This design comes from an exercise in tuning for small area and a short achievable clock period on the open sky130 flow, not from production work.
RTL that was checked went through simulation tests only; none was proved equivalent to the original.
Function not checked in runs 4 and 5: the RTL went through the layout flow alone.
No activity file was given, so power comes from the tool's default toggle rates.

$ cat design/flow/flow/synth.tcl
# The standard flow's synthesis (synth_recipe.tcl, which sources ORFS's synth.tcl), with
# only the ABC mapping script replaced by flow/abc_map.script.
proc abc {args} {
  set i [lsearch -exact $args -script]
  if {$i >= 0} { lset args [expr {$i + 1}] $::env(OWN_ABC_SCRIPT) }
  yosys abc {*}$args
}
source $::env(FLOW_SYNTH_TCL)
$ cat design/flow/constraint.sdc
create_clock -name core_clock -period 10.0 [get_ports {clk}]
set_input_delay 2.0000 -clock core_clock [delete_from_list [all_inputs] [get_ports {clk}]]
set_output_delay 2.0000 -clock core_clock [all_outputs]
set_load 0.01 [all_outputs]
$ cat design/flow/design.v
module topmodule (
	input clk, rst,
	output [31:0] PC_out, RD1, RD2,
	output wire [31:0] Inst,
	output REGWr,
	output [3:0] ALUCnt,
	output [31:0] ALUOutW, ReadDataW,
	input [31:0] InstrF,
	output [31:0] DataAdrM, WriteDataM,
	output MemWriteM,
	input [31:0] ReadDataM);
reg [31:0] pcF;                        
reg [31:0] instD;                      
reg [31:0] rd1E, rd2E, srcbE;          
reg [3:0]  alucE, condE, waE;          
reg [1:0]  flagwE;
reg        regwE, memwE, memtoregE, pcsE, blE;
reg [31:0] aluM, wdataM;               
reg [3:0]  waM;
reg        regwM, memwM, memtoregM, pcsM, blM;
reg [31:0] aluW, rdataW;               
reg        regwW, memtoregW, pcsW;
reg [3:0]  flagr;                      
reg        nzp, cvp;                   
reg        cM, vM;                     
reg [15:0] sel1, sel2;                 
reg [14:0] valid;                      
reg [4:0]  amtD;                       
reg [1:0]  shD;                        
reg        alusrcD;                    
wire [479:0] rf;                       
assign PC_out     = pcF;
assign Inst       = instD;
assign RD1        = rd1E;
assign RD2        = rd2E;
assign ALUCnt     = alucE;
assign DataAdrM   = aluM;
assign WriteDataM = wdataM;
assign MemWriteM  = memwM;
assign ALUOutW    = aluW;
assign ReadDataW  = rdataW;
assign REGWr      = regwW;
wire [31:0] pc4     = {pcF[31:2] + 30'd1, pcF[1:0]};
wire [31:0] resultW = memtoregW ? rdataW : aluW;
wire [31:0] pcnext  = pcsW ? resultW : pc4;
wire [31:0] instF = InstrF;
wire [14:0] wevec;
wire [14:0] vnext = valid | wevec;
wire        strF  = (instF[27:26] == 2'b01) & ~instF[20];
wire [3:0]  ra1F  = instF[19:16];
wire [3:0]  ra2F  = strF ? instF[15:12] : instF[3:0];
wire        bxF   = (instF[27:4] == 24'h12FFF1);
wire        dpF   = (instF[27:26] == 2'b00) & ~bxF;
wire [4:0]  shamtF = dpF ? instF[11:7] : 5'd0;
wire [1:0]  shF    = dpF ? instF[6:5]  : 2'd0;
always @(posedge clk) begin
	pcF     <= rst ? 32'd0 : pcnext;
	instD   <= rst ? 32'd0 : instF;
	sel1    <= rst ? 16'd0 : ((16'd1 << ra1F) & {1'b1, vnext});
	sel2    <= rst ? 16'd0 : ((16'd1 << ra2F) & {1'b1, vnext});
	valid   <= rst ? 15'd0 : vnext;
	shD     <= rst ? 2'd0 : shF;
	amtD    <= rst ? 5'd0 : ((shF == 2'b00) ? (5'd0 - shamtF) : shamtF);
	alusrcD <= ~rst & (dpF ? instF[25] : (instF[27:26] == 2'b01) | (instF[27:26] == 2'b10));
end
wire [1:0] op    = instD[27:26];
wire [3:0] cmd   = instD[24:21];
wire       sbit  = instD[20];
wire [3:0] rn    = instD[19:16];
wire [3:0] rd    = instD[15:12];
wire [3:0] rm    = instD[3:0];
wire isBX  = (instD[27:4] == 24'h12FFF1);
wire isDP  = (op == 2'b00) & ~isBX;
wire isMem = (op == 2'b01);
wire isSTR = isMem & ~instD[20];
wire isLDR = isMem &  instD[20];
wire isBr  = (op == 2'b10);
wire isBL  = isBr & instD[24];
wire isCMP = (cmd == 4'b1010);
wire regwD = (isDP & ~isCMP) | isLDR | isBL;
wire pcsD  = ((rd == 4'd15) & regwD) | isBr | isBX;
reg [3:0] alucD;
reg [1:0] flagwD;
always @* begin
	if (isDP) begin
		case (cmd)
		4'b0100: begin alucD = 4'b0100; flagwD = sbit ? 2'b11 : 2'b00; end
		4'b0010: begin alucD = 4'b0010; flagwD = sbit ? 2'b11 : 2'b00; end
		4'b0000: begin alucD = 4'b0000; flagwD = sbit ? 2'b10 : 2'b00; end
		4'b1100: begin alucD = 4'b1100; flagwD = sbit ? 2'b10 : 2'b00; end
		4'b1101: begin alucD = 4'b1101; flagwD = sbit ? 2'b10 : 2'b00; end
		4'b1010: begin alucD = 4'b0010; flagwD = 2'b11; end
		default: begin alucD = 4'b1101; flagwD = 2'b00; end
		endcase
	end else begin
		alucD  = (isBr | isBX) ? 4'b1101 : 4'b0100;
		flagwD = 2'b00;
	end
end
genvar gi;
reg [31:0] rv1, rv2;
integer i;
always @* begin
	rv1 = {32{sel1[15]}} & pc4;
	rv2 = {32{sel2[15]}} & pc4;
	for (i = 0; i < 15; i = i + 1) begin
		rv1 = rv1 | ({32{sel1[i]}} & rf[i*32 +: 32]);
		rv2 = rv2 | ({32{sel2[i]}} & rf[i*32 +: 32]);
	end
end
reg [31:0] extimm;
always @* begin
	if (isMem)     extimm = {20'd0, instD[11:0]};
	else if (isBr) extimm = {{6{instD[23]}}, instD[23:0], 2'b00};
	else           extimm = {24'd0, instD[7:0]};
end
wire [31:0] srcb    = alusrcD ? extimm : rv2;
wire [31:0] srcx = srcb;
wire [4:0]  amt  = amtD;
wire [1:0]  sh   = shD;
wire        lsl  = (sh == 2'b00);
wire [31:0] r0   = amt[0] ? {srcx[0],    srcx[31:1]} : srcx;
wire [31:0] r1   = amt[1] ? {r0[1:0],   r0[31:2]}   : r0;
wire [31:0] r2   = amt[2] ? {r1[3:0],   r1[31:4]}   : r1;
wire [31:0] r3   = amt[3] ? {r2[7:0],   r2[31:8]}   : r2;
wire [31:0] r4   = amt[4] ? {r3[15:0],  r3[31:16]}  : r3;
wire [31:0] mr   = {32{1'b1}} >> amt;
wire [31:0] keep = (sh == 2'b11) ? {32{1'b1}} : (lsl ? (~mr | {32{amt == 5'd0}}) : mr);
wire        fill = (sh == 2'b10) & srcb[31];
wire [31:0] shifted = (r4 & keep) | ({32{fill}} & ~keep);
always @(posedge clk) begin
	rd1E  <= rst ? 32'd0 : rv1;
	rd2E  <= rst ? 32'd0 : rv2;
	srcbE <= shifted;
	waE   <= isBL ? 4'd14 : rd;
	blE   <= isBL;
	memtoregE <= isLDR;
	if (rst) begin
		alucE <= 4'd0; condE <= 4'd0; flagwE <= 2'd0;
		regwE <= 1'b0; memwE <= 1'b0; pcsE <= 1'b0;
	end else begin
		alucE <= alucD; condE <= instD[31:28]; flagwE <= flagwD;
		regwE <= regwD; memwE <= isSTR; pcsE <= pcsD;
	end
end
wire        isSub = alucE[1];
wire [31:0] bx    = srcbE ^ {32{isSub}};
wire [31:0] ag = rd1E & bx, ap = rd1E ^ bx;
reg  [31:0] G, P;
integer d, j, b;
always @* begin
	G = {ag[31:1], ag[0] | (ap[0] & isSub)};
	P = ap;
	for (d = 1; d < 32; d = d * 2)
		for (b = 0; b < 32; b = b + 1)
			if (b & d) begin
				j = (b & ~(d - 1)) - 1;        
				G[b] = G[b] | (P[b] & G[j]);
				P[b] = P[b] & P[j];
			end
end
wire [32:0] carry = {G, isSub};
wire [31:0] sum   = ap ^ carry[31:0];
wire opArith = ~alucE[3] & (alucE[2] | alucE[1]);
wire opOrr   = alucE[3] & ~alucE[0];
wire opMov   = alucE[3] &  alucE[0];
wire [31:0] aluout = opArith ? sum : ((ag & {32{~opMov}}) | (ap & {32{opOrr}}) | (bx & {32{opMov}}));
wire fC = isSub ? ~sum[31] : carry[32];
wire fV = (rd1E[31] == bx[31]) & (sum[31] != rd1E[31]);
wire [3:0] flags = {nzp ? aluM[31] : flagr[3],
                    nzp ? (aluM == 32'd0) : flagr[2],
                    cvp ? cM : flagr[1],
                    cvp ? vM : flagr[0]};
reg condex;
always @* begin
	case (condE)
	4'b0000: condex = flags[2];
	4'b0001: condex = ~flags[2];
	4'b0010: condex = flags[1];
	4'b0011: condex = ~flags[1];
	4'b0100: condex = flags[3];
	4'b0101: condex = ~flags[3];
	4'b0110: condex = flags[0];
	4'b0111: condex = ~flags[0];
	4'b1000: condex = ~flags[2] & flags[1];
	4'b1001: condex = flags[2] | ~flags[1];
	4'b1010: condex = ~(flags[3] ^ flags[0]);
	4'b1011: condex = flags[3] ^ flags[0];
	4'b1100: condex = ~flags[2] & ~(flags[3] ^ flags[0]);
	4'b1101: condex = flags[2] | (flags[3] ^ flags[0]);
	default: condex = 1'b1;
	endcase
end
always @(posedge clk) begin
	cM <= fC;
	vM <= fV;
	if (rst) begin
		flagr <= 4'd0; nzp <= 1'b0; cvp <= 1'b0;
	end else begin
		flagr <= flags;
		nzp   <= flagwE[1] & condex;
		cvp   <= flagwE[0] & condex;
	end
end
always @(posedge clk) begin
	wdataM    <= rd2E;
	waM       <= waE;
	blM       <= blE;
	memtoregM <= memtoregE;
	if (rst) begin
		aluM <= 32'd0; regwM <= 1'b0; memwM <= 1'b0; pcsM <= 1'b0;
	end else begin
		aluM  <= aluout;
		regwM <= regwE & condex;
		memwM <= memwE & condex;
		pcsM  <= pcsE & condex;
	end
end
wire [31:0] wd   = blM ? pcnext : (memtoregM ? ReadDataM : aluM);
generate
	for (gi = 0; gi < 15; gi = gi + 1) begin : g_rf
		wire wen = regwM & (waM == gi);
		assign wevec[gi] = wen;
		reg [31:0] r;
		always @(posedge clk)
			if (wen) r <= wd;
		assign rf[gi*32 +: 32] = r;
	end
endgenerate
always @(posedge clk) begin
	memtoregW <= memtoregM;
	if (rst) begin
		aluW <= 32'd0; rdataW <= 32'd0; regwW <= 1'b0; pcsW <= 1'b0;
	end else begin
		aluW <= aluM; rdataW <= ReadDataM; regwW <= regwM; pcsW <= pcsM;
	end
end
endmodule
$ cat design/flow/standard.sh
#!/bin/bash
# synth_recipe.tcl (not shown) runs the flow's synth.tcl, then flattens the netlist and writes it again
# the make line also repeats each setting of config.mk as NAME=value (left out here)
make -C /OpenROAD-flow-scripts/flow DESIGN_CONFIG=/design/flow/config.mk WORK_HOME=/design/flow/orfs CLKGATE_MAP_FILE= SYNTH_SCRIPT=/design/flow/synth_recipe.tcl "${@:-finish}"
$ cat design/flow/flow/run.sh
#!/bin/bash
set -euo pipefail
cd "$(dirname "$0")/.."
export OWN_ABC_SCRIPT="$PWD/flow/abc_map.script"
export FLOW_SYNTH_TCL="$PWD/synth_recipe.tcl"
bash standard.sh \
  "SYNTH_SCRIPT=$PWD/flow/synth.tcl" \
  "BUFFER_PORTS_ARGS=-buffer_cell sky130_fd_sc_hd__buf_1" \
  MATCH_CELL_FOOTPRINT=0 \
  SETUP_SLACK_MARGIN=6.62 \
  "CTS_ARGS=-sink_clustering_enable -repair_clock_nets -dont_use_dummy_load -sink_clustering_size 18 -sink_clustering_max_diameter 60 -buf_list sky130_fd_sc_hd__clkbuf_8" \
  finish > flow_make.log 2>&1
$ cat design/flow/flow/abc_map.script
&get -n
&st
&syn2
&dch
&nf
&st
&syn2
&dch
&nf
&st
&syn2
&dch
&nf
&put
$ cat design/flow/config.mk
export PLATFORM = sky130hd
export DESIGN_NAME = topmodule
export DESIGN_NICKNAME = topmodule
export VERILOG_FILES = /design/flow/design.v
export SDC_FILE = /design/flow/constraint.sdc
export NUM_CORES = 8
export LEC_CHECK = 0
export CAP_MARGIN = 25
export CORE_MARGIN = 2
export CORE_UTILIZATION = 50
export PLACE_DENSITY = 0.7
export SLEW_MARGIN = 25
==> impl_metrics.yaml, run 1 <==
drt:
  wl_per_cell_um: 32.8
  antenna_left: 0
  post-route-drc-count: 0
  drt_iter0_markers: 6591
  wl_met2_mm: 61.4
  dr_wl_met3_mm: 22.9
  drt_first_pass_iters: 13
  top_layer: "met4"
  routed_via_density: 7.02
  wl_mm: 145
  vias: 31200
  drt-met1-wl_mm: 49.5
cells_and_area:
  fill_cells: 5756
  drive_gt1_share_pct: 18.3
  syn2layout_area_growth_pct: 18.5
  fin_nets: 3608
  finalNonFillerCells: 4440
  fin_util_pct: 60.0
sta:
  skew_ns: 0.119
  finalHoldViolations: 0
  worst_slack_ns: 4.06
  max_slew_margin_pct: 23.7
  worstMarginPinSlew_ns: 1.14
  timing.setup.tns_ns: 0
  period_minus_slack_ns: 5.94
  rsz0062_at_grt: "yes"
  setup_viol: 0
  drv_slew: 0
  post-route-period-util_pct: 59.4
  fmax_mhz: 168
synthesis:
  ys_ff_latch: 862
  yosysTopAreaCellShare_pct: 40.6
  yosys.area.top_type: "edfxtp_1"
  syn-cell-area_sq_um: 35500
  synthDistinctLibCells: 53
  ys_seq_area_share_pct: 62.1
  synth_fp_nets: 3038
  ys.flop_type: "edfxtp_1"
  synthTopCellsByCount: "edfxtp_1 (480), dfxtp_1 (382), nor2_1 (261)"
  syn_inst: 2931
  synth.most_common_cell: "edfxtp_1"
  ys_top_cells_by_area: "edfxtp_1 (41%), dfxtp_1 (22%), a222oi_1 (5.2%)"
  yosys_warnings: 1
  synthArstFlopShare_pct: 0
  synth_edf_count: 480
  avgSynthCellArea_sq_um: 12.1
hold_path:
  hold_path_startpoint: "rd2E[23]$_SDFF_PP0_"
  hp-class: "reg2reg"
power:
  p_seq_share_pct: 63.6
  peakVddDrop_uv: 134
  p_leak_nw: 14.5
  combPwrFrac_pct: 10.0
  p_int_mw: 4.58
  power.density_nw_per_um2: 146
  p_total_mw: 6.13
  p_sw_mw: 1.55
  pwr-share-clk_pct: 26.4
  swShare_pct: 25.3
placed_design:
  dp.cells: 4280
  place.gp.congestion: 1.01
  dpl_worst_slack_ns: 3.75
  hpwl_mm: 86.5
  portBuffers: 327
grt:
  grt_pass1_wl_mm: 205
  grt.total_usage_pct: 38.2
  gr-total-overflow: 0
  antenna_found_initial: 7
  grt_max_degree: 81
  grt_pass1_vias: 30100
worst_setup_path:
  critPathKind: "reg2reg"
  cp_max_fo: 6
  startpoint_type: "register"
  cp.arrival_ns: 6.53
  cp_common_cell: "o21a_1"
  critical_path.startpoint: "alucE[1]$_SDFF_PP0_"
  max_stage_delay_ns: 0.40
  cpMaxStageDelayCell: "dfxtp_4"
  required_ns: 10.59
  cp-end-kind: "register"
  r2r_start: "alucE[1]$_SDFF_PP0_"
die:
  rows: 97
  start_util_pct: 50.6
  io_pins: 328
  die_w_um: 270
  core_area_sq_um: 70100
  die_h_um: 270
  die_area_sq_um: 73200
clock_network:
  clk-insertion-delay-late_ns: 0.74
  clock-sinks: 862
  cts_tree: "done"
  clockBufferDepth: 3
  numCtsBuffers: 61
  ctsRootBufferMaster: "clkbuf_8"
  cts_hold_buf: 0
  htreeDepth: 2
  clkTransAtPathRegs_ns: 0.11
flow_run:
  maxCapViolations: 0
status:
  status: "timing/DRC/antenna clean"
## critical path: cells and delay by family (launching register included)
family	cells	cell delay, ns
compound gates	22	4.39
xor+xnor	2	0.37
fa+ha+maj	1	0.36
buf+inv	1	0.14
flops	1	0.40
simple gates	1	0.15
## final timing paths
| kind | to | cells after the start | slack [ns] |
|---|---|---|---|
| worst min-delay path | wdataM[23]$_DFF_P_ | 0 | 0.28 |
| worst max register to register | aluM[31]$_SDFF_PP0_ | 27 | 4.06 |
| worst max-delay path | aluM[31]$_SDFF_PP0_ | 27 | 4.06 |
| worst min register to register | wdataM[23]$_DFF_P_ | 0 | 0.28 |
## final cells by class
cell class | count | area, sq um | share of cell area (%)
flip-flops and latches | 862 | 22300 | 53.1
multi-input cells | 2031 | 14700 | 35.0
repair buffers | 508 | 2870 | 6.83
well taps | 940 | 1180 | 2.80
clock buffers | 61 | 840 | 2.00
inverters | 37 | 143 | 0.339
diodes | 1 | 2.50 | 0.00595
## sequential cells by signal, indices dropped and copies added, names as in the netlist, 4 cells and up
signal,count
g_rf.r,480
aluM,32
aluW,32
instD,32
pcF,32
rd1E,32
rd2E,32
rdataW,32
srcbE,32
wdataM,32
sel1,16
sel2,16
valid,15
amtD,5
alucE,4
condE,4
flagr,4
waE,4
waM,4
## placed cells by master, fill, tap and decap left out, types with 101 or more instances in the layout
cell type  instances
a222oi_1         185
a22oi_1          117
buf_1            286
buf_4            151
dfxtp_1          258
edfxtp_1         480
mux2i_1          101
nand2_1          223
nor2_1           235
nor2b_1          135
## metal layers
metal / track usage, % / up-vias
met5: 0 / -
met2: 56.4 / 2795
met4: 24.8 / 0
met1: 48.2 / 14800
li1: - / 12800
met3: 12.7 / 729
## through the flow
step                      instance area, sq um  hold WS (ns)
final                                    42100         0.281
after global routing                     42100         0.292
after CTS                                41200         0.290
after detailed placement                 38900         0.312
after global placement                   38800         0.314
after floorplan                          35700         0.310
## power by group through the flow
stage | combinational (mW) | clock, mW | sequential [mW]
after floorplan | 0.291 | 0 | 3.99
after global placement | 0.511 | 0 | 3.98
after detailed placement | 0.524 | 0 | 3.98
after CTS | 0.567 | 1.61 | 3.89
after global routing | 0.657 | 1.74 | 3.90
final | 0.615 | 1.61 | 3.90
## what timing repair did
item                       4_1_cts  5_1_grt
setup endpoints to repair      419      309
gates cloned                     1        0
pin swaps                       60       59
gates resized for setup        324      150
setup buffers                   64       30
## cells by family after synthesis
family          Yosys count  synth area share (%)
simple gates            920                  12.5
compound gates          865                  17.9
flops                   862                  62.1
mux                     125                  3.58
xor+xnor                 79                  1.95
fa+ha+maj                41                  1.55
buf+inv                  39                 0.433
==> inputs of run 2 (changes only) <==
==> design/flow/flow/abc_map.script (replaced) <==
&get -n
&st
&dch
&nf
&st
&syn2
&if -g -K 6
&synch2
&nf
&st
&syn2
&if -g -K 6
&synch2
&nf
&st
&syn2
&if -g -K 6
&synch2
&nf
&st
&syn2
&if -g -K 6
&synch2
&nf
&st
&syn2
&if -g -K 6
&synch2
&nf
&put
==> impl_metrics.yaml, run 2 <==
die:
  core_area_sq_um: 74200
  rows: 100
  io_pins: 328
  die_h_um: 277
  die_w_um: 277
  start_util_pct: 50.4
  die_area_sq_um: 77000
grt:
  gr-total-overflow: 0
  grt_pass1_vias: 31500
  grt_pass1_wl_mm: 224
  grt.total_usage_pct: 40.3
  antenna_found_initial: 13
  grt_max_degree: 77
cells_and_area:
  layout_commonest_cell: "edfxtp_1"
  drive_gt1_share_pct: 14.7
  largest_reg_flops: 480
  final_cell_mix: "edfxtp_1 (480), a22oi_1 (340), buf_1 (289)"
  max_flop_register: "g_rf.r"
  syn2layout_area_growth_pct: 17.1
  fin_nets: 3849
worst_setup_path:
  critPathKind: "reg2reg"
  cp_max_fo: 32
  rrSetupSlack_ns: 6.55
  worstReg2RegEnd: "srcbE[9]$_DFF_P_"
  cp.arrival_ns: 4.04
  cp-end-kind: "register"
  startpoint_type: "register"
  r2r_start: "sel2[13]$_SDFF_PP0_"
  r2r_cells: 11
  required_ns: 10.59
synthesis:
  ys_seq_area_share_pct: 59.0
  syn_inst: 3165
  synthArstFlopShare_pct: 0
  syn-cell-area_sq_um: 37400
  synth.most_common_cell: "edfxtp_1"
  synth_fp_nets: 3272
  synth_edf_count: 480
  avgSynthCellArea_sq_um: 11.8
  ys_ff_latch: 862
  ys_top_cells_by_area: "edfxtp_1 (39%), dfxtp_1 (20%), a22oi_1 (6.8%)"
  yosys_warnings: 1
  yosysTopAreaCellShare_pct: 38.5
  yosys.area.top_type: "edfxtp_1"
  synthTopCellsByCount: "edfxtp_1 (480), dfxtp_1 (382), a22oi_1 (341)"
  synthDistinctLibCells: 69
  ys.flop_type: "edfxtp_1"
power:
  p_leak_nw: 15.0
  power.density_nw_per_um2: 145
  peakVddDrop_uv: 77.3
  p_total_mw: 6.36
sta:
  finalHoldViolations: 0
  fmax_mhz: 290
  post-route-period-util_pct: 34.5
  max_slew_margin_pct: 23.5
  rsz0062_at_grt: "yes"
  skew_ns: 0.0971
  drv_slew: 0
  worstMarginPinSlew_ns: 1.15
  timing.setup.tns_ns: 0
  setup_viol: 0
  period_minus_slack_ns: 3.45
clock_network:
  clockBufferDepth: 3
  htreeDepth: 3
  cts_tree: "done"
  clk-insertion-delay-late_ns: 0.76
  numCtsBuffers: 69
  clock-sinks: 862
  clkTransAtPathRegs_ns: 0.10
  ctsRootBufferMaster: "clkbuf_8"
placed_design:
  portBuffers: 327
  hpwl_mm: 98.4
  place.gp.congestion: 1.08
drt:
  routed_via_density: 7.25
  drt_first_pass_iters: 14
  antenna_left: 0
  drt_iter0_markers: 6456
  wl_mm: 162
  wl_per_cell_um: 34.4
  vias: 34200
  post-route-drc-count: 0
hold_path:
  min_to: "wdataM[11]$_DFF_P_"
  hold_path_startpoint: "rd2E[11]$_SDFF_PP0_"
  hold_depth: 0
  hp-class: "reg2reg"
flow_run:
  maxCapViolations: 0
status:
  status: "timing/DRC/antenna clean"
-- run 2: cell types whose count changed after synthesis, sizes merged, moves of 20 or more --
cell | previous run | this run
o21a | 10 | 38
nand3 | 56 | 95
o21ai | 141 | 82
a222oi | 185 | 56
nand2 | 225 | 193
o221ai | 4 | 32
a211oi | 103 | 71
a31oi | 15 | 35
nand4 | 52 | 72
a22oi | 119 | 341
-- run 2: cell families after synthesis --
kind of cell / Yosys count / synth area share, %
AO/OA/AOI/OAI: 1033 / 20.1
XOR/XNOR: 98 / 2.30
adder cells (fa/ha/maj): 41 / 1.47
buffers and inverters: 39 / 0.412
flip-flops: 862 / 59.0
multiplexers: 125 / 3.70
AND/OR/NAND/NOR: 967 / 13.0
-- run 2: layout make-up --
type	count	area, sq um
well taps	969	1210
multi-input cells	2264	16100
fillers	6057	30400
clock buffers	69	950
diodes	4	10.0
repair buffers	504	3000
inverters	37	154
repair inverters	4	25.0
flip-flops and latches	862	22300
-- run 2: repair_timing --
action / in CTS / in global routing
gates cloned: 9 / 0
gates resized for setup: 204 / 175
endpoints found under the setup margin: 508 / 186
pin swaps: 14 / 46
setup buffers: 42 / 50
hold buffers: 0 / 0
-- run 2: critical path, stage by stage (launching register included) --
cell      delay (ns)
dfxtp_1         0.30
buf_4           0.33
a222oi_1        0.37
nand3_1         0.18
nor3_4          0.19
buf_12          0.15
or3b_4          0.41
a221o_1         0.40
o221a_1         0.18
mux2i_2         0.27
mux2i_1         0.16
a211o_1         0.33
-- run 2: where the power goes --
group          switching [mW]  internal [mW]
Clock                    1.12          0.620
Sequential             0.0971           3.82
Combinational           0.465          0.236
Total                    1.69           4.67
-- run 2: per-layer routing --
layer / up-vias / part of all wire [%] / GRT usage (%)
met5: - / 0.074 / 0
met4: 16 / 8.6 / 26.8
met3: 909 / 17 / 15.4
met2: 3388 / 41 / 59.1
met1: 16000 / 33 / 49.4
li1: 13800 / - / -
-- run 2: worst max path at each step --
stage          slack, ns           startpoint            endpoint
3_3_place_gp        5.52                  rst  sel1[8]$_SDFF_PP0_
2_1_floorplan       6.62       waM[2]$_DFF_P_  sel1[8]$_SDFF_PP0_
5_1_grt             6.43  sel2[13]$_SDFF_PP0_    srcbE[4]$_DFF_P_
4_1_cts             6.51   sel2[7]$_SDFF_PP0_    srcbE[4]$_DFF_P_
6_report            6.55  sel2[13]$_SDFF_PP0_    srcbE[9]$_DFF_P_
3_5_place_dp        5.50                  rst  sel1[8]$_SDFF_PP0_
-- run 2: stage by stage --
stage          cells  hold slack [ns]  area (sq um)  setup WS [ns]  utilization, %
4_1_cts         4656            0.316         42600           6.51            57.4
5_1_grt         4711            0.316         43800           6.43            59.0
3_3_place_gp    4536            0.311         40600           5.52            54.7
3_5_place_dp    4536            0.312         40600           5.50            54.7
6_report        4713            0.317         43800           6.55            59.0
2_1_floorplan   3165            0.310         37500           6.62               -
==> inputs of run 3 (changes only) <==
==> design/flow/flow/abc_map.script (replaced) <==
&get -n
&st
&dch
&nf
&st
&syn2
&if -g -K 6
&synch2
&nf
&st
&syn2
&if -g -K 6
&synch2
&nf
&put
==> impl_metrics.yaml, run 3 <==
grt:
  gr-total-overflow: 0
  antenna_found_initial: 12
  grt.total_usage_pct: 39.2
  grt_max_degree: 161
  grt_pass1_wl_mm: 217
  grt_pass1_vias: 30600
hold_path:
  hold_path_startpoint: "rd2E[20]$_SDFF_PP0_"
  hold_depth: 0
  hp-class: "reg2reg"
  min_to: "wdataM[20]$_DFF_P_"
power:
  p_total_mw: 6.17
  peakVddDrop_uv: 97.6
  p_leak_nw: 14.6
  power.density_nw_per_um2: 144
placed_design:
  hpwl_mm: 95.1
  dp.cells: 4461
  place.gp.congestion: 1.01
  placed_area_sq_um: 40200
  dpl_worst_slack_ns: 6.02
  portBuffers: 327
clock_network:
  numCtsBuffers: 68
  clk-insertion-delay-late_ns: 0.76
  clkTransAtPathRegs_ns: 0.11
  htreeDepth: 3
  clock-sinks: 862
  cts_hold_buf: 0
  clockBufferDepth: 3
  cts_tree: "done"
  ctsRootBufferMaster: "clkbuf_8"
worst_setup_path:
  critical_path.startpoint: "sel2[10]$_SDFF_PP0_"
  cp-end-kind: "register"
  path_cells: "buf_4, a222oi_1, nand3_1, o21ai_4, o211ai_1, mux4_2, mux2_1, mux2_1, mux2i_1, mux2i_1"
  cp_top_family: "multiplexers"
  crit_cells: 10
  worstReg2RegEnd: "srcbE[17]$_DFF_P_"
  required_ns: 10.53
  startpoint_type: "register"
  max_stage_delay_ns: 0.54
  critPathKind: "reg2reg"
  r2r_start: "sel2[10]$_SDFF_PP0_"
  worstPathBufferInverterCount: 1
  cpMaxStageDelayCell: "mux4_2"
  rrSetupSlack_ns: 6.52
  cp_max_fo: 32
  r2r_cells: 10
  cp.arrival_ns: 4.02
cells_and_area:
  fill_cells: 6073
  fin_util_pct: 58.4
  syn2layout_area_growth_pct: 15.3
  largest_reg_flops: 480
  finalNonFillerCells: 4594
  regArea_sq_um: 22300
  drive_gt1_share_pct: 12.6
  multiInputGateArea_sq_um: 15600
  final_cell_mix: "edfxtp_1 (480), a22oi_1 (354), buf_1 (296)"
  fin_nets: 3743
  finalInstanceArea_sq_um: 42800
  max_flop_register: "g_rf.r"
  layout_commonest_cell: "edfxtp_1"
sta:
  setup_viol: 0
  worstMarginPinSlew_ns: 1.25
  period_minus_slack_ns: 3.48
  rsz0062_at_grt: "yes"
  fmax_mhz: 287
  finalHoldViolations: 0
  post-route-period-util_pct: 34.8
  timing.setup.tns_ns: 0
  worst_slack_ns: 6.52
  max_slew_margin_pct: 15.9
  drv_slew: 0
  skew_ns: 0.120
  fin_hold_ws_ns: 0.312
drt:
  antenna_left: 0
  post-route-drc-count: 0
  drt_first_pass_iters: 8
  drt_iter0_markers: 5852
  vias: 32800
  wl_per_cell_um: 34.0
  wl_mm: 156
  routed_via_density: 7.14
die:
  start_util_pct: 50.7
  die_w_um: 276
  rows: 99
  die_area_sq_um: 76400
  core_area_sq_um: 73200
  io_pins: 328
  die_h_um: 276
synthesis:
  yosysTopAreaCellShare_pct: 38.9
  syn_inst: 3103
  syn-cell-area_sq_um: 37100
  ys_top_cells_by_area: "edfxtp_1 (39%), dfxtp_1 (21%), a22oi_1 (7.2%)"
  synth_edf_count: 480
  ys_seq_area_share_pct: 59.5
  synthTopCellsByCount: "edfxtp_1 (480), dfxtp_1 (382), a22oi_1 (356)"
  synthDistinctLibCells: 68
  ys_ff_latch: 862
  avgSynthCellArea_sq_um: 12.0
  yosys_warnings: 1
  yosys.area.top_type: "edfxtp_1"
  synthArstFlopShare_pct: 0
  ys.flop_type: "edfxtp_1"
  synth.most_common_cell: "edfxtp_1"
  synth_fp_nets: 3210
status:
  status: "timing/DRC/antenna clean"
flow_run:
  maxCapViolations: 0
-- run 3: cell types whose count changed after synthesis, sizes merged, moves of 10 or more --
| cell | delta |
|---|---|
| a211oi | +13 |
| a21oi | -31 |
| a22oi | +15 |
| mux2 | +10 |
| mux2i | +15 |
| nand2 | -17 |
| nor4 | -10 |
| o211ai | +12 |
| o21ai | +18 |
| o221ai | -11 |
-- run 3: cell type report --
class                      instances  area share, %
antenna                            1        0.00585
timing repair buffer             463           6.02
multi-input combinational       2203           36.4
clock buffer                      68           2.19
timing repair inverter             2         0.0234
tap                              959           2.81
inverter                          36          0.351
sequential                       862           52.2
-- run 3: where the power goes --
group | internal (mW) | switching (mW)
sequential | 3.80 | 0.0697
clock | 0.611 | 1.11
combinational | 0.192 | 0.385
total | 4.60 | 1.56
-- run 3: logic make-up after synthesis --
kind of cell	after synthesis	synth area share [%]
compound gates	1003	19.6
fa+ha+maj	41	1.48
mux	148	4.32
buf+inv	38	0.405
flops	862	59.5
simple gates	910	12.3
xor+xnor	101	2.39
-- run 3: worst register-to-register path, stage by stage, from the launching register on --
cell	delay [ns]
dfxtp_1	0.33
buf_4	0.34
a222oi_1	0.39
nand3_1	0.20
o21ai_4	0.30
o211ai_1	0.21
mux4_2	0.54
mux2_1	0.35
mux2_1	0.34
mux2i_1	0.17
mux2i_1	0.12
-- run 3: what timing repair did --
action,CTS,global route
resized for setup,214,128
buffers inserted,27,29
cloned,5,2
pin swaps,7,24
setup endpoints to repair,402,155
-- run 3: layer usage --
metal | wire, um | global-route usage, % | up-vias
met3 | 26200 | 16.9 | 766
met2 | 64900 | 57.1 | 3004
met4 | 12000 | 24.1 | 18
met5 | 160 | 0.500 | -
li1 | - | - | 13500
met1 | 52700 | 48.1 | 15500
-- run 3: worst max path at each step --
stage	to	slack, ns
floorplan	sel1[8]$_SDFF_PP0_	6.62
global placement	srcbE[2]$_DFF_P_	5.99
detailed placement	srcbE[24]$_DFF_P_	6.02
CTS	srcbE[28]$_DFF_P_	6.59
global route	srcbE[17]$_DFF_P_	6.50
finish	srcbE[17]$_DFF_P_	6.52
==> inputs of run 4 (changes only) <==
--- a/design/flow/design.v
+++ b/design/flow/design.v
@@ -24,6 +24,8 @@
 reg        nzp, cvp;                   
 reg        cM, vM;                     
 reg [15:0] sel1, sel2;                 
+reg [15:0] sel2h;                      
+reg        subLo, subHi;               
 reg [14:0] valid;                      
 reg [4:0]  amtD;                       
 reg [1:0]  shD;                        
@@ -40,6 +42,7 @@
 assign ALUOutW    = aluW;
 assign ReadDataW  = rdataW;
 assign REGWr      = regwW;
+genvar gi;
 wire [31:0] pc4     = {pcF[31:2] + 30'd1, pcF[1:0]};
 wire [31:0] resultW = memtoregW ? rdataW : aluW;
 wire [31:0] pcnext  = pcsW ? resultW : pc4;
@@ -49,6 +52,12 @@
 wire        strF  = (instF[27:26] == 2'b01) & ~instF[20];
 wire [3:0]  ra1F  = instF[19:16];
 wire [3:0]  ra2F  = strF ? instF[15:12] : instF[3:0];
+wire [15:0] oh2F;
+generate
+	for (gi = 0; gi < 16; gi = gi + 1) begin : g_oh2
+		assign oh2F[gi] = strF ? (instF[15:12] == gi) : (instF[3:0] == gi);
+	end
+endgenerate
 wire        bxF   = (instF[27:4] == 24'h12FFF1);
 wire        dpF   = (instF[27:26] == 2'b00) & ~bxF;
 wire [4:0]  shamtF = dpF ? instF[11:7] : 5'd0;
@@ -58,6 +67,7 @@
 	instD   <= rst ? 32'd0 : instF;
 	sel1    <= rst ? 16'd0 : ((16'd1 << ra1F) & {1'b1, vnext});
 	sel2    <= rst ? 16'd0 : ((16'd1 << ra2F) & {1'b1, vnext});
+	sel2h   <= rst ? 16'd0 : (oh2F & {1'b1, vnext});
 	valid   <= rst ? 15'd0 : vnext;
 	shD     <= rst ? 2'd0 : shF;
 	amtD    <= rst ? 5'd0 : ((shF == 2'b00) ? (5'd0 - shamtF) : shamtF);
@@ -97,15 +107,14 @@
 		flagwD = 2'b00;
 	end
 end
-genvar gi;
 reg [31:0] rv1, rv2;
 integer i;
 always @* begin
 	rv1 = {32{sel1[15]}} & pc4;
-	rv2 = {32{sel2[15]}} & pc4;
+	rv2 = {{16{sel2h[15]}}, {16{sel2[15]}}} & pc4;
 	for (i = 0; i < 15; i = i + 1) begin
 		rv1 = rv1 | ({32{sel1[i]}} & rf[i*32 +: 32]);
-		rv2 = rv2 | ({32{sel2[i]}} & rf[i*32 +: 32]);
+		rv2 = rv2 | ({{16{sel2h[i]}}, {16{sel2[i]}}} & rf[i*32 +: 32]);
 	end
 end
 reg [31:0] extimm;
@@ -142,9 +151,11 @@
 		alucE <= alucD; condE <= instD[31:28]; flagwE <= flagwD;
 		regwE <= regwD; memwE <= isSTR; pcsE <= pcsD;
 	end
+	subLo <= ~rst & isDP & (instD[23:21] == 3'b010);
+	subHi <= ~rst & isDP & ~instD[23] & instD[22] & ~instD[21];
 end
 wire        isSub = alucE[1];
-wire [31:0] bx    = srcbE ^ {32{isSub}};
+wire [31:0] bx    = srcbE ^ {{16{subHi}}, {16{subLo}}};
 wire [31:0] ag = rd1E & bx, ap = rd1E ^ bx;
 reg  [31:0] G, P;
 integer d, j, b;
==> design/flow/flow/run.sh (replaced) <==
#!/bin/bash
set -euo pipefail
cd "$(dirname "$0")/.."
bash standard.sh \
  "BUFFER_PORTS_ARGS=-buffer_cell sky130_fd_sc_hd__buf_1" \
  MATCH_CELL_FOOTPRINT=0 \
  SETUP_SLACK_MARGIN=6.55 \
  "CTS_ARGS=-sink_clustering_enable -repair_clock_nets -dont_use_dummy_load -sink_clustering_size 18 -sink_clustering_max_diameter 60 -buf_list sky130_fd_sc_hd__clkbuf_8" \
  finish > flow_make.log 2>&1
removed: design/flow/flow/abc_map.script
removed: design/flow/flow/synth.tcl
==> impl_metrics.yaml, run 4 <==
status:
  status: "timing/DRC/antenna clean"
sta:
  timing.setup.tns_ns: 0
  finalHoldViolations: 0
  worstMarginPinSlew_ns: 1.06
  skew_ns: 0.111
  rsz0062_at_grt: "yes"
  setup_viol: 0
  post-route-period-util_pct: 35.6
  fmax_mhz: 281
  period_minus_slack_ns: 3.56
  drv_slew: 0
  fin_hold_ws_ns: 0.319
  max_slew_margin_pct: 28.6
synthesis:
  yosys_warnings: 1
  ys_ff_latch: 880
  syn-cell-area_sq_um: 39100
  ys.flop_type: "edfxtp_1"
  avgSynthCellArea_sq_um: 11.4
  synth.most_common_cell: "edfxtp_1"
  ys_top_cells_by_area: "edfxtp_1 (37%), dfxtp_1 (20%), a22oi_1 (6.8%)"
  yosysTopAreaCellShare_pct: 36.9
  synthArstFlopShare_pct: 0
  synth_edf_count: 480
  syn_inst: 3430
  ys_seq_area_share_pct: 57.3
  synthDistinctLibCells: 91
  synthTopCellsByCount: "edfxtp_1 (480), dfxtp_1 (400), a22oi_1 (355)"
  yosys.area.top_type: "edfxtp_1"
  synth_fp_nets: 3538
clock_network:
  clock-sinks: 880
  clockBufferDepth: 3
  htreeDepth: 3
  cts_hold_buf: 0
  cts_tree: "done"
  clkTransAtPathRegs_ns: 0.11
  ctsRootBufferMaster: "clkbuf_8"
  clk-insertion-delay-late_ns: 0.79
  numCtsBuffers: 70
grt:
  antenna_found_initial: 3
  grt.total_usage_pct: 38.6
  grt_pass1_vias: 31500
  grt_pass1_wl_mm: 225
  gr-total-overflow: 0
  grt_max_degree: 80
die:
  die_h_um: 284
  io_pins: 328
  die_area_sq_um: 80500
  core_area_sq_um: 77500
  die_w_um: 284
  rows: 102
  start_util_pct: 50.5
power:
  p_sw_mw: 1.65
  p_int_mw: 4.72
  swShare_pct: 25.9
  p_seq_share_pct: 62.1
  p_total_mw: 6.37
  combPwrFrac_pct: 10.2
  p_leak_nw: 15.1
  pwr-share-clk_pct: 27.8
  power.density_nw_per_um2: 146
  peakVddDrop_uv: 87.7
cells_and_area:
  drive_gt1_share_pct: 13.2
  fin_nets: 3828
  syn2layout_area_growth_pct: 11.7
  layout_commonest_cell: "edfxtp_1"
  largest_reg_flops: 480
  final_cell_mix: "edfxtp_1 (480), a22oi_1 (354), dfxtp_1 (331)"
  max_flop_register: "g_rf.r"
  fin_util_pct: 56.4
flow_run:
  maxCapViolations: 0
drt:
  wl_per_cell_um: 33.8
  antenna_left: 0
  drt_first_pass_iters: 19
  vias: 33600
  wl_mm: 161
  drt_iter0_markers: 6642
  post-route-drc-count: 0
  routed_via_density: 7.06
hold_path:
  min_to: "waM[1]$_DFF_P_"
  hp-class: "reg2reg"
  hold_depth: 0
  hold_path_startpoint: "waE[1]$_SDFF_PP1_"
worst_setup_path:
  cp-end-kind: "register"
  r2r_start: "sel2h[4]$_SDFF_PP0_"
  path_cells: "buf_4, a222oi_1, nand4_1, nor3_1, buf_4, o221ai_2, mux2_4, mux2_2, mux4_2, mux2_2"
  cpMaxStageDelayCell: "mux4_2"
  cp_max_fo: 16
  startpoint_type: "register"
  rrSetupSlack_ns: 6.44
  r2r_cells: 10
  worstReg2RegEnd: "srcbE[22]$_DFF_P_"
  required_ns: 10.59
  critPathKind: "reg2reg"
  cp.arrival_ns: 4.15
  max_stage_delay_ns: 0.46
placed_design:
  portBuffers: 327
  hpwl_mm: 104
  place.gp.congestion: 1.04
## run 4: cell count changes after synthesis, moves of 21 or more
cell and change:
and3_1 +23, a21oi_1 +30, clkbuf_1 +226, mux2i_1 -21
clkinv_1 -35, mux2_1 -27, inv_1 +39, buf_1 +24
## run 4: routing by layer
metal	up-vias	wire [um]	track usage (%)
met2	3135	68700	57.9
met5	-	0	0
li1	13800	-	-
met4	0	13200	25.3
met1	15900	54600	47.1
met3	743	24500	13.7
## run 4: worst max-delay path by stage
stage	startpoint	end	slack, ns
floorplan	waM[2]$_DFF_P_	sel1[8]$_SDFF_PP0_	6.56
global placement	subLo$_DFF_P_	cM$_DFF_P_	5.54
detailed placement	subLo$_DFF_P_	cM$_DFF_P_	5.53
CTS	pcF[3]$_SDFF_PP0_	PC_out[3]	6.50
global route	sel2[9]$_SDFF_PP0_	srcbE[22]$_DFF_P_	6.43
finish	sel2h[4]$_SDFF_PP0_	srcbE[22]$_DFF_P_	6.44
## run 4: final cells by class
type                       count  area (sq um)
fill                        6566         33800
sequential                   880         22600
multi-input combinational   2246         16200
timing repair buffer         480          2480
tap                         1040          1300
clock buffer                  70           963
inverter                      42           158
antenna                        6          15.0
## run 4: power groups by stage
stage	Combinational, mW	Sequential (mW)	Clock (mW)
floorplan	0.366	4.01	0
global placement	0.589	4.03	0
detailed placement	0.594	4.03	0
CTS	0.613	3.95	1.76
global route	0.677	3.95	1.90
finish	0.646	3.95	1.77
## run 4: stage by stage
step | area, sq um | std cells | worst slack [ns]
after floorplan | 39200 | 3430 | 6.56
after global placement | 41500 | 4641 | 5.54
after detailed placement | 41600 | 4642 | 5.53
after CTS | 43200 | 4743 | 6.50
after global routing | 43700 | 4759 | 6.43
final | 43700 | 4764 | 6.44
## run 4: cells by family (layout without fill, tap and decap cells)
| kind of cell | count (synthesis) | in the layout | synth area share (%) |
|---|---|---|---|
| xor+xnor | 85 | 85 | 1.92 |
| simple gates | 941 | 942 | 12.5 |
| flops | 880 | 880 | 57.3 |
| other cells | 0 | 6 | 0 |
| buf+inv | 305 | 592 | 3.02 |
| compound gates | 1036 | 1036 | 19.3 |
| fa+ha+maj | 42 | 42 | 1.46 |
| mux | 141 | 141 | 4.55 |
## run 4: critical path: cells and delay by family, from the launching register on
| family | cells | cell delay (ns) |
|---|---|---|
| flops | 1 | 0.39 |
| buf+inv | 2 | 0.49 |
| simple gates | 2 | 0.73 |
| mux | 4 | 1.32 |
| compound gates | 2 | 0.49 |
## run 4: what timing repair did
action,4_1_cts,5_1_grt
pin swaps,16,13
buffers inserted,28,15
hold endpoints to repair,0,0
resized for setup,122,79
gates cloned,3,0
endpoints found under the setup margin,227,82
==> inputs of run 5 (changes only) <==
--- a/design/flow/design.v
+++ b/design/flow/design.v
@@ -24,12 +24,10 @@
 reg        nzp, cvp;                   
 reg        cM, vM;                     
 reg [15:0] sel1, sel2;                 
-reg [15:0] sel2h;                      
-reg        subLo, subHi;               
 reg [14:0] valid;                      
 reg [4:0]  amtD;                       
 reg [1:0]  shD;                        
-reg        alusrcD;                    
+reg        immD;                       
 wire [479:0] rf;                       
 assign PC_out     = pcF;
 assign Inst       = instD;
@@ -42,7 +40,6 @@
 assign ALUOutW    = aluW;
 assign ReadDataW  = rdataW;
 assign REGWr      = regwW;
-genvar gi;
 wire [31:0] pc4     = {pcF[31:2] + 30'd1, pcF[1:0]};
 wire [31:0] resultW = memtoregW ? rdataW : aluW;
 wire [31:0] pcnext  = pcsW ? resultW : pc4;
@@ -52,12 +49,6 @@
 wire        strF  = (instF[27:26] == 2'b01) & ~instF[20];
 wire [3:0]  ra1F  = instF[19:16];
 wire [3:0]  ra2F  = strF ? instF[15:12] : instF[3:0];
-wire [15:0] oh2F;
-generate
-	for (gi = 0; gi < 16; gi = gi + 1) begin : g_oh2
-		assign oh2F[gi] = strF ? (instF[15:12] == gi) : (instF[3:0] == gi);
-	end
-endgenerate
 wire        bxF   = (instF[27:4] == 24'h12FFF1);
 wire        dpF   = (instF[27:26] == 2'b00) & ~bxF;
 wire [4:0]  shamtF = dpF ? instF[11:7] : 5'd0;
@@ -67,11 +58,10 @@
 	instD   <= rst ? 32'd0 : instF;
 	sel1    <= rst ? 16'd0 : ((16'd1 << ra1F) & {1'b1, vnext});
 	sel2    <= rst ? 16'd0 : ((16'd1 << ra2F) & {1'b1, vnext});
-	sel2h   <= rst ? 16'd0 : (oh2F & {1'b1, vnext});
 	valid   <= rst ? 15'd0 : vnext;
 	shD     <= rst ? 2'd0 : shF;
 	amtD    <= rst ? 5'd0 : ((shF == 2'b00) ? (5'd0 - shamtF) : shamtF);
-	alusrcD <= ~rst & (dpF ? instF[25] : (instF[27:26] == 2'b01) | (instF[27:26] == 2'b10));
+	immD    <= ~rst & dpF & instF[25];
 end
 wire [1:0] op    = instD[27:26];
 wire [3:0] cmd   = instD[24:21];
@@ -107,23 +97,20 @@
 		flagwD = 2'b00;
 	end
 end
+genvar gi;
 reg [31:0] rv1, rv2;
 integer i;
 always @* begin
 	rv1 = {32{sel1[15]}} & pc4;
-	rv2 = {{16{sel2h[15]}}, {16{sel2[15]}}} & pc4;
+	rv2 = {32{sel2[15]}} & pc4;
 	for (i = 0; i < 15; i = i + 1) begin
 		rv1 = rv1 | ({32{sel1[i]}} & rf[i*32 +: 32]);
-		rv2 = rv2 | ({{16{sel2h[i]}}, {16{sel2[i]}}} & rf[i*32 +: 32]);
-	end
-end
-reg [31:0] extimm;
-always @* begin
-	if (isMem)     extimm = {20'd0, instD[11:0]};
-	else if (isBr) extimm = {{6{instD[23]}}, instD[23:0], 2'b00};
-	else           extimm = {24'd0, instD[7:0]};
-end
-wire [31:0] srcb    = alusrcD ? extimm : rv2;
+		rv2 = rv2 | ({32{sel2[i]}} & rf[i*32 +: 32]);
+	end
+end
+wire        memBr  = isMem | isBr;
+wire [31:0] extMB  = isMem ? {20'd0, instD[11:0]} : {{6{instD[23]}}, instD[23:0], 2'b00};
+wire [31:0] srcb = immD ? {24'd0, instD[7:0]} : rv2;
 wire [31:0] srcx = srcb;
 wire [4:0]  amt  = amtD;
 wire [1:0]  sh   = shD;
@@ -134,9 +121,10 @@
 wire [31:0] r3   = amt[3] ? {r2[7:0],   r2[31:8]}   : r2;
 wire [31:0] r4   = amt[4] ? {r3[15:0],  r3[31:16]}  : r3;
 wire [31:0] mr   = {32{1'b1}} >> amt;
-wire [31:0] keep = (sh == 2'b11) ? {32{1'b1}} : (lsl ? (~mr | {32{amt == 5'd0}}) : mr);
+wire [31:0] keep = memBr ? 32'd0 : ((sh == 2'b11) ? {32{1'b1}} : (lsl ? (~mr | {32{amt == 5'd0}}) : mr));
 wire        fill = (sh == 2'b10) & srcb[31];
-wire [31:0] shifted = (r4 & keep) | ({32{fill}} & ~keep);
+wire [31:0] fillv = memBr ? extMB : {32{fill}};
+wire [31:0] shifted = (r4 & keep) | (fillv & ~keep);
 always @(posedge clk) begin
 	rd1E  <= rst ? 32'd0 : rv1;
 	rd2E  <= rst ? 32'd0 : rv2;
@@ -151,11 +139,9 @@
 		alucE <= alucD; condE <= instD[31:28]; flagwE <= flagwD;
 		regwE <= regwD; memwE <= isSTR; pcsE <= pcsD;
 	end
-	subLo <= ~rst & isDP & (instD[23:21] == 3'b010);
-	subHi <= ~rst & isDP & ~instD[23] & instD[22] & ~instD[21];
 end
 wire        isSub = alucE[1];
-wire [31:0] bx    = srcbE ^ {{16{subHi}}, {16{subLo}}};
+wire [31:0] bx    = srcbE ^ {32{isSub}};
 wire [31:0] ag = rd1E & bx, ap = rd1E ^ bx;
 reg  [31:0] G, P;
 integer d, j, b;
==> design/flow/flow/run.sh (replaced) <==
#!/bin/bash
set -euo pipefail
cd "$(dirname "$0")/.."
bash standard.sh \
  "BUFFER_PORTS_ARGS=-buffer_cell sky130_fd_sc_hd__buf_1" \
  MATCH_CELL_FOOTPRINT=0 \
  SETUP_SLACK_MARGIN=6.4 \
  "CTS_ARGS=-sink_clustering_enable -repair_clock_nets -dont_use_dummy_load -sink_clustering_size 15 -sink_clustering_max_diameter 50 -buf_list sky130_fd_sc_hd__clkbuf_8" \
  finish > flow_make.log 2>&1
==> impl_metrics.yaml, run 5 <==
sta:
  setup_viol: 0
  fin_hold_ws_ns: 0.280
  timing.setup.tns_ns: 0
  rsz0062_at_grt: "yes"
  skew_ns: 0.108
  post-route-period-util_pct: 36.4
  period_minus_slack_ns: 3.64
  worstMarginPinSlew_ns: 1.13
  max_slew_margin_pct: 24.2
  drv_slew: 0
  fmax_mhz: 275
  finalHoldViolations: 0
die:
  io_pins: 328
  core_area_sq_um: 75900
  die_w_um: 281
  rows: 101
  die_h_um: 281
  die_area_sq_um: 78800
  start_util_pct: 50.4
worst_setup_path:
  cpMaxStageDelayCell: "nor3_1"
  worstPathBufferInverterCount: 1
  cp-end-kind: "register"
  startpoint_type: "register"
  path_cells: "buf_4, a22oi_1, nand4_1, nor3_2, o211a_4, nor3_1, nor2_1, a21oi_1, nor2_1, a211oi_1"
  max_stage_delay_ns: 0.62
  cp_common_cell: "nor2_1"
  rrSetupSlack_ns: 6.36
  cp_top_family: "simple AND/OR/NAND/NOR gates"
  cp_max_fo: 32
  cp.arrival_ns: 4.27
  critPathKind: "reg2reg"
  required_ns: 10.63
synthesis:
  synthXorXnorAreaFrac_pct: 2.04
  yosysTopAreaCellShare_pct: 37.6
  synthMuxAreaShare_pct: 4.01
  synth.most_common_cell: "edfxtp_1"
  synth-adder-area-share_pct: 1.47
  synth_fp_nets: 3479
  synth_edf_count: 480
  synth_compound_area_share_pct: 19.2
  syn_inst: 3371
  synthArstFlopShare_pct: 0
  ys_ff_latch: 862
  avgSynthCellArea_sq_um: 11.4
  ys_seq_area_share_pct: 57.6
  yosys_warnings: 1
  syn-cell-area_sq_um: 38300
  synthTopCellsByCount: "edfxtp_1 (480), dfxtp_1 (382), a22oi_1 (330)"
  ys.flop_type: "edfxtp_1"
  yosys.area.top_type: "edfxtp_1"
  yosys.area_share.simple_pct: 13.0
  synthDistinctLibCells: 83
  synth_top_family_by_area: "compound AO/OA/AOI/OAI gates"
  ys_top_cells_by_area: "edfxtp_1 (38%), dfxtp_1 (20%), a22oi_1 (6.5%)"
drt:
  wl_per_cell_um: 33.4
  routed_via_density: 7.03
  drt_first_pass_iters: 10
  drt_iter0_markers: 6119
  wl_mm: 158
  post-route-drc-count: 0
  vias: 33200
  antenna_left: 0
cells_and_area:
  layout_commonest_cell: "edfxtp_1"
  max_flop_register: "g_rf.r"
  finalInstanceArea_sq_um: 42900
  fin_nets: 3806
  largest_reg_flops: 480
  fill_cells: 6408
  syn2layout_area_growth_pct: 12.1
  final_cell_mix: "edfxtp_1 (480), dfxtp_1 (353), a22oi_1 (330)"
  drive_gt1_share_pct: 11.0
placed_design:
  portBuffers: 327
  hpwl_mm: 100
  place.gp.congestion: 0.987
  placed_area_sq_um: 40800
power:
  power.density_nw_per_um2: 153
  p_leak_nw: 14.8
  peakVddDrop_uv: 96.2
clock_network:
  clock-sinks: 862
  numCtsBuffers: 93
  cts_tree: "done"
  clk-insertion-delay-late_ns: 0.76
  clkTransAtPathRegs_ns: 0.09
  ctsRootBufferMaster: "clkbuf_8"
  cts_hold_buf: 0
  htreeDepth: 3
  clockBufferDepth: 3
flow_run:
  maxCapViolations: 0
grt:
  grt_pass1_wl_mm: 218
  grt_max_degree: 87
  grt.total_usage_pct: 38.6
  antenna_found_initial: 9
  grt_pass1_vias: 30600
  gr-total-overflow: 0
hold_path:
  hp-class: "reg2reg"
status:
  status: "timing/DRC/antenna clean"
run 5: cell count changes in the layout (fill, tap and decap cells not counted), sizes merged, moves of 11 or more:
| cell | delta |
|---|---|
| nand2 | -15 |
| a211oi | +22 |
| o21ai | -13 |
| mux4 | -11 |
| dfxtp | -18 |
| nor2 | +19 |
| a22oi | -25 |
run 5: path summary, 6_finish.rpt:
kind | startpoint | end | depth (start not counted)
worst min-delay path | memtoregE$_DFF_P_ | memtoregM$_DFF_P_ | 0
worst min register to register | memtoregE$_DFF_P_ | memtoregM$_DFF_P_ | 0
worst max register to register | sel2[1]$_SDFF_PP0_ | srcbE[7]$_DFF_P_ | 10
worst max-delay path | sel2[1]$_SDFF_PP0_ | srcbE[7]$_DFF_P_ | 10
run 5: area by class of cell:
cell class	instances	area [sq um]	area share, %
diodes	2	5.00	0.0117
clock buffers	93	1280	2.98
inverters	36	139	0.323
multi-input cells	2237	15700	36.6
flip-flops and latches	862	22100	51.5
well taps	1030	1290	3.00
repair buffers	467	2400	5.60
repair inverters	1	5.00	0.0117
run 5: routing by layer:
layer | routed length (um) | up-vias | GRT usage [%]
met5 | 20 | - | 0
met4 | 11100 | 4 | 21.7
met3 | 24500 | 701 | 14.2
met2 | 67000 | 3015 | 57.4
met1 | 55400 | 15800 | 48.7
li1 | - | 13700 | -
run 5: where the power goes:
group	switching, mW	total (mW)	internal, mW
Combinational	0.442	0.648	0.206
Clock	1.17	1.99	0.822
Sequential	0.0854	3.92	3.83
Total	1.70	6.56	4.86
run 5: worst register-to-register path: stages, from the launching register on:
cell,delay (ns)
dfxtp_1,0.32
buf_4,0.59
a22oi_1,0.20
nand4_1,0.34
nor3_2,0.11
o211a_4,0.23
nor3_1,0.62
nor2_1,0.37
a21oi_1,0.34
nor2_1,0.07
a211oi_1,0.33
run 5: through the flow:
stage          setup WS, ns  utilization [%]  std cells  power (mW)
3_5_place_dp           5.66             53.8       4593        4.61
2_1_floorplan          6.38                -       3371        4.33
5_1_grt                6.36             56.5       4727        6.72
4_1_cts                6.37             55.9       4701        6.53
3_3_place_gp           5.76             53.7       4593        4.60
6_report               6.36             56.5       4728        6.56
run 5: repair_timing:
item,CTS,global route
gates resized for setup,46,66
gates cloned,2,1
buffers inserted,13,23
setup endpoints to repair,145,45
pin swaps,6,15
run 5: cell families after synthesis:
logic type / Yosys count
AO/OA/AOI/OAI: 1014
AND/OR/NAND/NOR: 963
flip-flops: 862
buffers and inverters: 272
multiplexers: 131
XOR/XNOR: 87
adder cells (fa/ha/maj): 42

[what the ideal ports hide]
No port has a modelled driver above. Below, the same layouts with a new extraction and two added sets of constraints. Step 1 (the two cells are an assumption about what drives the block):
set clk [get_ports {clk}]
set_driving_cell -lib_cell sky130_fd_sc_hd__clkbuf_16 $clk
set_driving_cell -lib_cell sky130_fd_sc_hd__buf_2 [delete_from_list [all_inputs] $clk]
Step 2, shift: input delay + t, output delay - t, t = (earliest + latest rising clock arrival at the registers) / 2. This alone moves slack from input paths to output paths. Slacks: ideal / step 1 / step 2; pairs: ideal / step 1.
run | t, ns | setup slack, ns | worst register clock-pin slew, ns | cell pins on the clock port's net
run 1 | 0.751 | 4.061 / 4.061 / 4.061 | 0.12 / 0.12 | 1
run 2 | 0.782 | 6.549 / 6.478 / 5.916 | 0.12 / 0.12 | 1
run 3 | 0.765 | 6.516 / 6.516 / 5.938 | 0.12 / 0.12 | 1
run 4 | 0.798 | 6.441 / 6.441 / 5.890 | 0.12 / 0.12 | 1
run 5 | 0.773 | 6.361 / 6.354 / 5.823 | 0.10 / 0.10 | 1
After both steps setup and hold are still met in every run listed. For run 2, which loses most, drivers alone change the setup slack by -0.071 ns; drivers and shift together by -0.633 ns.
